What follows belongs to an exercise in optimizing a design on an open flow for small area, a short achievable clock period and few clock cycles per item; a production flow would make more cautious choices. Function was checked by simulation only, so behaviour that the tests miss may differ from the original. Power is estimated from default activity; no workload was simulated.

Design SMM1, start of the top module:
module SMM1 (
    input clk, rst,
    input [127:0] A, B,
    input load, sel,
    output [127:0] C_out,
    output reg done
);
clock: 5.0 ns
lec_check: 0
cap_margin: 20
core_margin: 2
core_utilization: 50
gpl_timing_driven: 0
place_density: 0.7
setup_slack_margin: 0.2
slew_margin: 20
synth_hierarchical: 1
synth_minimum_keep_size: 0
tns_end_percent: 100
standard.sh (not shown) runs the stock make flow with config.mk's settings and CLKGATE_MAP_FILE= SYNTH_SCRIPT=/design/flow/synth_recipe.tcl, a recipe that flattens the netlist after the stock synthesis.
==> flow/flow/run.sh <==
#!/bin/bash
# Own layout flow: the standard flow, except that the netlist comes from a direct
# gate-level mapping of the design (flow/map.tcl: each smm_* gate module becomes its
# sky130 cell) instead of Yosys/ABC re-synthesis, so the compressor trees keep their
# timing-driven structure. Flip-flops get the standard synthesis's instance names.
# Ports are buffered with buf_4 cells (fast, and resizable within the buf family).
# Global routing reserves more of met1/met2 (flow/fastroute.tcl).
set -euo pipefail
cd "$(dirname "$0")/.."
W=$PWD
export FLOW_DIR=$W/flow
export MAPPED_V=$W/mapped.v
R=$W/orfs/results/$FLOW_PLATFORM/SMM1/base
YOSYS=yosys
if ! command -v yosys > /dev/null; then YOSYS=$FLOW_HOME/../tools/install/yosys/bin/yosys; fi

# 1. standard synthesis (its flip-flop names are kept)
bash standard.sh synth > $W/log_std_synth.txt 2>&1
cp $R/1_2_yosys.v $W/standard_1_2_yosys.v

# 2. gate-level mapping of the design
$YOSYS -c $FLOW_DIR/map.tcl > $W/log_yosys_map.txt 2>&1
python3 $FLOW_DIR/rename.py $W/standard_1_2_yosys.v $MAPPED_V > $W/mapped_renamed.v 2> $W/log_rename.txt

# 3. the standard flow from this netlist
cp $W/mapped_renamed.v $R/1_2_yosys.v
rm -f $R/1_synth.odb
export FASTROUTE_TCL=$FLOW_DIR/fastroute.tcl
BUFFER_PORTS_ARGS="-buffer_cell sky130_fd_sc_hd__buf_4" bash standard.sh > $W/log_std_finish.txt 2>&1
Other scripts of this flow, unchanged in this note and not shown: flow/flow/cellmap.v, flow/flow/fastroute.tcl, flow/flow/map.tcl, flow/flow/rename.py
The first run completed with no timing, DRC or antenna violations.
Testbench counts at the start, summed over its fixed seeds: cycles 1,928, items 1,920.
Change:
--- a/flow/flow/run.sh
+++ b/flow/flow/run.sh
@@ -27,3 +27,5 @@
 rm -f $R/1_synth.odb
 export FASTROUTE_TCL=$FLOW_DIR/fastroute.tcl
+# after global placement, output port buffers become buf_1 (flow/post_gpl.tcl)
+export POST_GLOBAL_PLACE_TCL=$FLOW_DIR/post_gpl.tcl
 BUFFER_PORTS_ARGS="-buffer_cell sky130_fd_sc_hd__buf_4" bash standard.sh > $W/log_std_finish.txt 2>&1
==> flow/flow/post_gpl.tcl (new file) <==
# Output ports drive only the port's load, so their port buffers can be the
# smallest buffer; input port buffers keep the size the flow gave them.
set n 0
foreach inst [get_cells output*] {
  set m [get_property $inst ref_name]
  if {[string match "sky130_fd_sc_hd__buf_*" $m] && $m ne "sky130_fd_sc_hd__buf_1"} {
    replace_cell $inst sky130_fd_sc_hd__buf_1
    incr n
  }
}
puts "post_gpl: $n output port buffers set to buf_1"
--- a/flow/config.mk
+++ b/flow/config.mk
@@ -8,7 +8,7 @@
 export CAP_MARGIN = 20
 export CORE_MARGIN = 2
-export CORE_UTILIZATION = 50
+export CORE_UTILIZATION = 60
 export GPL_TIMING_DRIVEN = 0
-export PLACE_DENSITY = 0.7
+export PLACE_DENSITY = 0.8
 export SETUP_SLACK_MARGIN = 0.2
 export SLEW_MARGIN = 20
Effect: The changed run produced a clean layout; wire length is lower by 5.5%; worst hold slack is better by 0.019 ns; final cell count decreases by 3.6%; combinational power barely changes; cell area went down by 1.5%; total power falls by 0.66%.
Change:
--- a/flow/config.mk
+++ b/flow/config.mk
@@ -8,7 +8,7 @@
 export CAP_MARGIN = 20
 export CORE_MARGIN = 2
-export CORE_UTILIZATION = 60
+export CORE_UTILIZATION = 50
 export GPL_TIMING_DRIVEN = 0
-export PLACE_DENSITY = 0.8
+export PLACE_DENSITY = 0.7
 export SETUP_SLACK_MARGIN = 0.2
 export SLEW_MARGIN = 20
Core utilization decreases by 11 points.
Global-route usage fell by 6.5 points.
Wire length increases by about 6%.
Synthesized area does not change.
Final area increases by 0.60%.
Count of clock-buffer cells in the layout went down by 3.
Change:
--- a/flow/config.mk
+++ b/flow/config.mk
@@ -11,5 +11,5 @@
 export GPL_TIMING_DRIVEN = 0
 export PLACE_DENSITY = 0.7
-export SETUP_SLACK_MARGIN = 0.2
+export SETUP_SLACK_MARGIN = 0.4
 export SLEW_MARGIN = 20
 export SYNTH_HIERARCHICAL = 1
What happened:
- setup slack gains 0.12 ns
- sequential share of layout area went down by 0.19 points
- via count went up by 3.7%
- utilization went up by 2.2 points
- final area went up by 3.9%
- wire length went up by 12%
- sequential power stays flat
- combinational power went up by about 4%
- critical path depth stays the same


Starting RTL as in the previous note.
clock: 5.0 ns
lec_check: 0
cap_margin: 20
core_margin: 2
core_utilization: 50
gpl_timing_driven: 0
place_density: 0.7
setup_slack_margin: 0.1
slew_margin: 20
synth_hierarchical: 1
synth_minimum_keep_size: 0
tns_end_percent: 100
==> flow/flow/run.sh <==
#!/bin/bash
# Own layout flow: the standard flow, except that the netlist comes from a direct
# gate-level mapping of the design (flow/map.tcl: each smm_* gate module becomes its
# sky130 cell) instead of Yosys/ABC re-synthesis, so the compressor trees keep their
# timing-driven structure. Flip-flops get the standard synthesis's instance names.
# Ports are buffered with buf_4 cells (fast, and resizable within the buf family).
# Global routing reserves more of met1/met2 (flow/fastroute.tcl).
set -euo pipefail
cd "$(dirname "$0")/.."
W=$PWD
export FLOW_DIR=$W/flow
export MAPPED_V=$W/mapped.v
R=$W/orfs/results/$FLOW_PLATFORM/SMM1/base
YOSYS=yosys
if ! command -v yosys > /dev/null; then YOSYS=$FLOW_HOME/../tools/install/yosys/bin/yosys; fi

# 1. standard synthesis (its flip-flop names are kept)
bash standard.sh synth > $W/log_std_synth.txt 2>&1
cp $R/1_2_yosys.v $W/standard_1_2_yosys.v

# 2. gate-level mapping of the design
$YOSYS -c $FLOW_DIR/map.tcl > $W/log_yosys_map.txt 2>&1
python3 $FLOW_DIR/rename.py $W/standard_1_2_yosys.v $MAPPED_V > $W/mapped_renamed.v 2> $W/log_rename.txt

# 3. the standard flow from this netlist
cp $W/mapped_renamed.v $R/1_2_yosys.v
rm -f $R/1_synth.odb
export FASTROUTE_TCL=$FLOW_DIR/fastroute.tcl
# after global placement, output port buffers become buf_1 (flow/post_gpl.tcl)
export POST_GLOBAL_PLACE_TCL=$FLOW_DIR/post_gpl.tcl
BUFFER_PORTS_ARGS="-buffer_cell sky130_fd_sc_hd__buf_4" bash standard.sh > $W/log_std_finish.txt 2>&1
Other scripts of this flow, unchanged in this note and not shown: flow/flow/cellmap.v, flow/flow/fastroute.tcl, flow/flow/map.tcl, flow/flow/post_gpl.tcl, flow/flow/rename.py
The baseline passed the timing, DRC and antenna checks.
Testbench counts at the start, summed over its fixed seeds: cycles 1,928, items 1,920.
Next try:
--- a/flow/flow/run.sh
+++ b/flow/flow/run.sh
@@ -6 +6 @@
-# Ports are buffered with buf_4 cells (fast, and resizable within the buf family).
+# Ports are buffered with buf_2 cells (fast, and resizable within the buf family).
@@ -31 +31 @@
-BUFFER_PORTS_ARGS="-buffer_cell sky130_fd_sc_hd__buf_4" bash standard.sh > $W/log_std_finish.txt 2>&1
+BUFFER_PORTS_ARGS="-buffer_cell sky130_fd_sc_hd__buf_2" bash standard.sh > $W/log_std_finish.txt 2>&1
- SETUP_SLACK_MARGIN: 0.1 -> 0.2
Die area does not change; clock-buffer cell count grows by 1; first-iteration DRC count came out lower by 5.9%; routed wire length goes down by 0.57%; via count is lower by 0.44%; setup slack improves by 38 ps; utilization shrinks by 0.13 points; design area is about the same; total power stays flat.


## main
Another version of the RTL of SMM1 (not shown whole).
Size in the first run: roughly 4900 cells after synthesis, ~130 flip-flops, ~390 I/O pins.
// SMM1
module SMM1 (
    input clk, rst,
    input [127:0] A, B,
    input load, sel,
    output [127:0] C_out,
    output reg done
);
    reg [127:0] C_q;      
    reg sel_q;
    wire [127:0] prod;
    wire w0, w2, w4, w6, w8, w10, w12, w14, w16, w18, w20, w22, w24, w26, w28, w30;
    wire w32, w34, w36, w38, w40, w42, w44, w46, w48, w50, w52, w54, w56, w58, w60, w62;
    wire w64, w66, w68, w70, w72, w74, w76, w78, w80, w82, w84, w86, w88, w90, w92, w94;
    wire w96, w98, w100, w102, w104, w106, w108, w110, w112, w114, w116, w118, w120, w122, w124, w126;
    wire w128, w130, w132, w134, w136, w138, w140, w142, w144, w146, w148, w150, w152, w154, w156, w158;
    wire w160, w162, w164, w166, w168, w170, w172, w174, w176, w178, w180, w182, w184, w186, w188, w190;
    wire w192, w194, w196, w198, w200, w202, w204, w206, w208, w210, w212, w214, w216, w218, w220, w222;
    wire w224, w226, w228, w230, w232, w234, w236, w238, w240, w242, w244, w246, w248, w250, w252, w254;
    wire w256, w258, w260, w262, w264, w266, w268, w270, w272, w274, w276, w278, w280, w282, w284, w286;
    wire w292, w293, w296, w298, w311, w312, w315, w316, w319, w320, w323, w324, w327, w329, w349, w350;
    wire w353, w354, w357, w358, w361, w362, w365, w366, w369, w370, w373, w374, w377, w378, w405, w406;
    wire w409, w410, w413, w414, w417, w418, w421, w422, w425, w426, w429, w430, w433, w434, w437, w438;
    wire w441, w442, w445, w446, w449, w451, w486, w487, w490, w491, w494, w495, w498, w499, w502, w503;
    wire w506, w507, w510, w511, w514, w515, w518, w519, w522, w523, w526, w527, w530, w531, w534, w535;
    wire w538, w539, w542, w543, w546, w548, w591, w592, w595, w596, w599, w600, w603, w604, w607, w608;
    wire w611, w612, w615, w616, w619, w620, w623, w624, w627, w628, w631, w632, w635, w636, w639, w640;
  ...
Settings: LEC_CHECK=0, CAP_MARGIN=20, CORE_MARGIN=2, CORE_UTILIZATION=40, PLACE_DENSITY=0.6, SLEW_MARGIN=20, SYNTH_HIERARCHICAL=1, SYNTH_MINIMUM_KEEP_SIZE=0, TNS_END_PERCENT=100; clock period 5.0 ns.
==> flow/flow/run.sh <==
#!/bin/bash
# Own layout flow: the standard flow, except that the netlist comes from a direct
# gate-level mapping of the design (flow/map.tcl: each smm_* gate module becomes its
# sky130 cell) instead of Yosys/ABC re-synthesis, so the compressor trees keep their
# timing-driven structure. Flip-flops get the standard synthesis's instance names.
# Ports are buffered with buf_4 cells (fast, and resizable within the buf family).
# Global routing reserves more of met1/met2 (flow/fastroute.tcl).
set -euo pipefail
cd "$(dirname "$0")/.."
W=$PWD
export FLOW_DIR=$W/flow
export MAPPED_V=$W/mapped.v
R=$W/orfs/results/$FLOW_PLATFORM/SMM1/base
YOSYS=yosys
if ! command -v yosys > /dev/null; then YOSYS=$FLOW_HOME/../tools/install/yosys/bin/yosys; fi

# 1. standard synthesis (its flip-flop names are kept)
bash standard.sh synth > $W/log_std_synth.txt 2>&1
cp $R/1_2_yosys.v $W/standard_1_2_yosys.v

# 2. gate-level mapping of the design
$YOSYS -c $FLOW_DIR/map.tcl > $W/log_yosys_map.txt 2>&1
python3 $FLOW_DIR/rename.py $W/standard_1_2_yosys.v $MAPPED_V > $W/mapped_renamed.v 2> $W/log_rename.txt

# 3. the standard flow from this netlist
cp $W/mapped_renamed.v $R/1_2_yosys.v
rm -f $R/1_synth.odb
export FASTROUTE_TCL=$FLOW_DIR/fastroute.tcl
BUFFER_PORTS_ARGS="-buffer_cell sky130_fd_sc_hd__buf_4" bash standard.sh > $W/log_std_finish.txt 2>&1
Other scripts of this flow, unchanged in this note and not shown: flow/flow/cellmap.v, flow/flow/fastroute.tcl, flow/flow/map.tcl, flow/flow/rename.py
Having completed the whole flow, main delivered a layout that passed the timing, DRC and antenna checks.
Testbench counts of main, summed over its fixed seeds: cycles 1,928, items 1,920.
Here is what was changed in the inputs of the feature branch compared with main.
- setting GPL_TIMING_DRIVEN to 0 for the first time
- setting SETUP_SLACK_MARGIN to 0.2 for the first time
### Flow results
Comparing main and the feature branch, the higher minimum clock period is on the feature branch.
Delta (the feature branch minus main): wire length on met1 lost 3400 um, total power lost 1.6 mW, row count neither gained nor lost much, wire length lost 0.74%, global-route wire length before repair lost about 1.1%.

-- afterwards: timing with drivers on the ports --
In the flow no input, the clock included, has a driving cell. The finished layouts below were timed again as built, in two steps. Step 1 (the two cells are an assumption about what drives the block):
set clk [get_ports {clk}]
set_driving_cell -lib_cell sky130_fd_sc_hd__clkbuf_16 $clk
set_driving_cell -lib_cell sky130_fd_sc_hd__buf_2 [delete_from_list [all_inputs] $clk]
Step 2, shift: input delay + t, output delay - t, t = (earliest + latest rising clock arrival at the registers) / 2. This alone moves slack from input paths to output paths. Three values: ideal, step 1, step 2; two values: the first two.
run | shift t [ns] | setup WS [ns] | worst setup path after step 2
the first run of note 1 | 0.595 | 0.239 / 0.262 / -0.333 | input to register
the second run of note 1 | 0.566 | 0.209 / 0.220 / -0.346 | input to register
the third run of note 1 | 0.593 | 0.261 / 0.280 / -0.314 | input to register
the fourth run of note 1 | 0.603 | 0.381 / 0.166 / -0.437 | input to register
the first run of note 2 | 0.609 | 0.137 / 0.185 / -0.425 | input to register
the second run of note 2 | 0.603 | 0.175 / 0.211 / -0.392 | input to register
main | 0.634 | 0.267 / 0.307 / -0.327 | input to register
the feature branch | 0.629 | 0.154 / 0.040 / -0.589 | input to register
Met with ideal ports but missed after step 2: setup timing in every run listed. For the fourth run of note 1, which loses most, drivers alone change the setup slack by -0.215 ns; drivers and shift together by -0.818 ns.
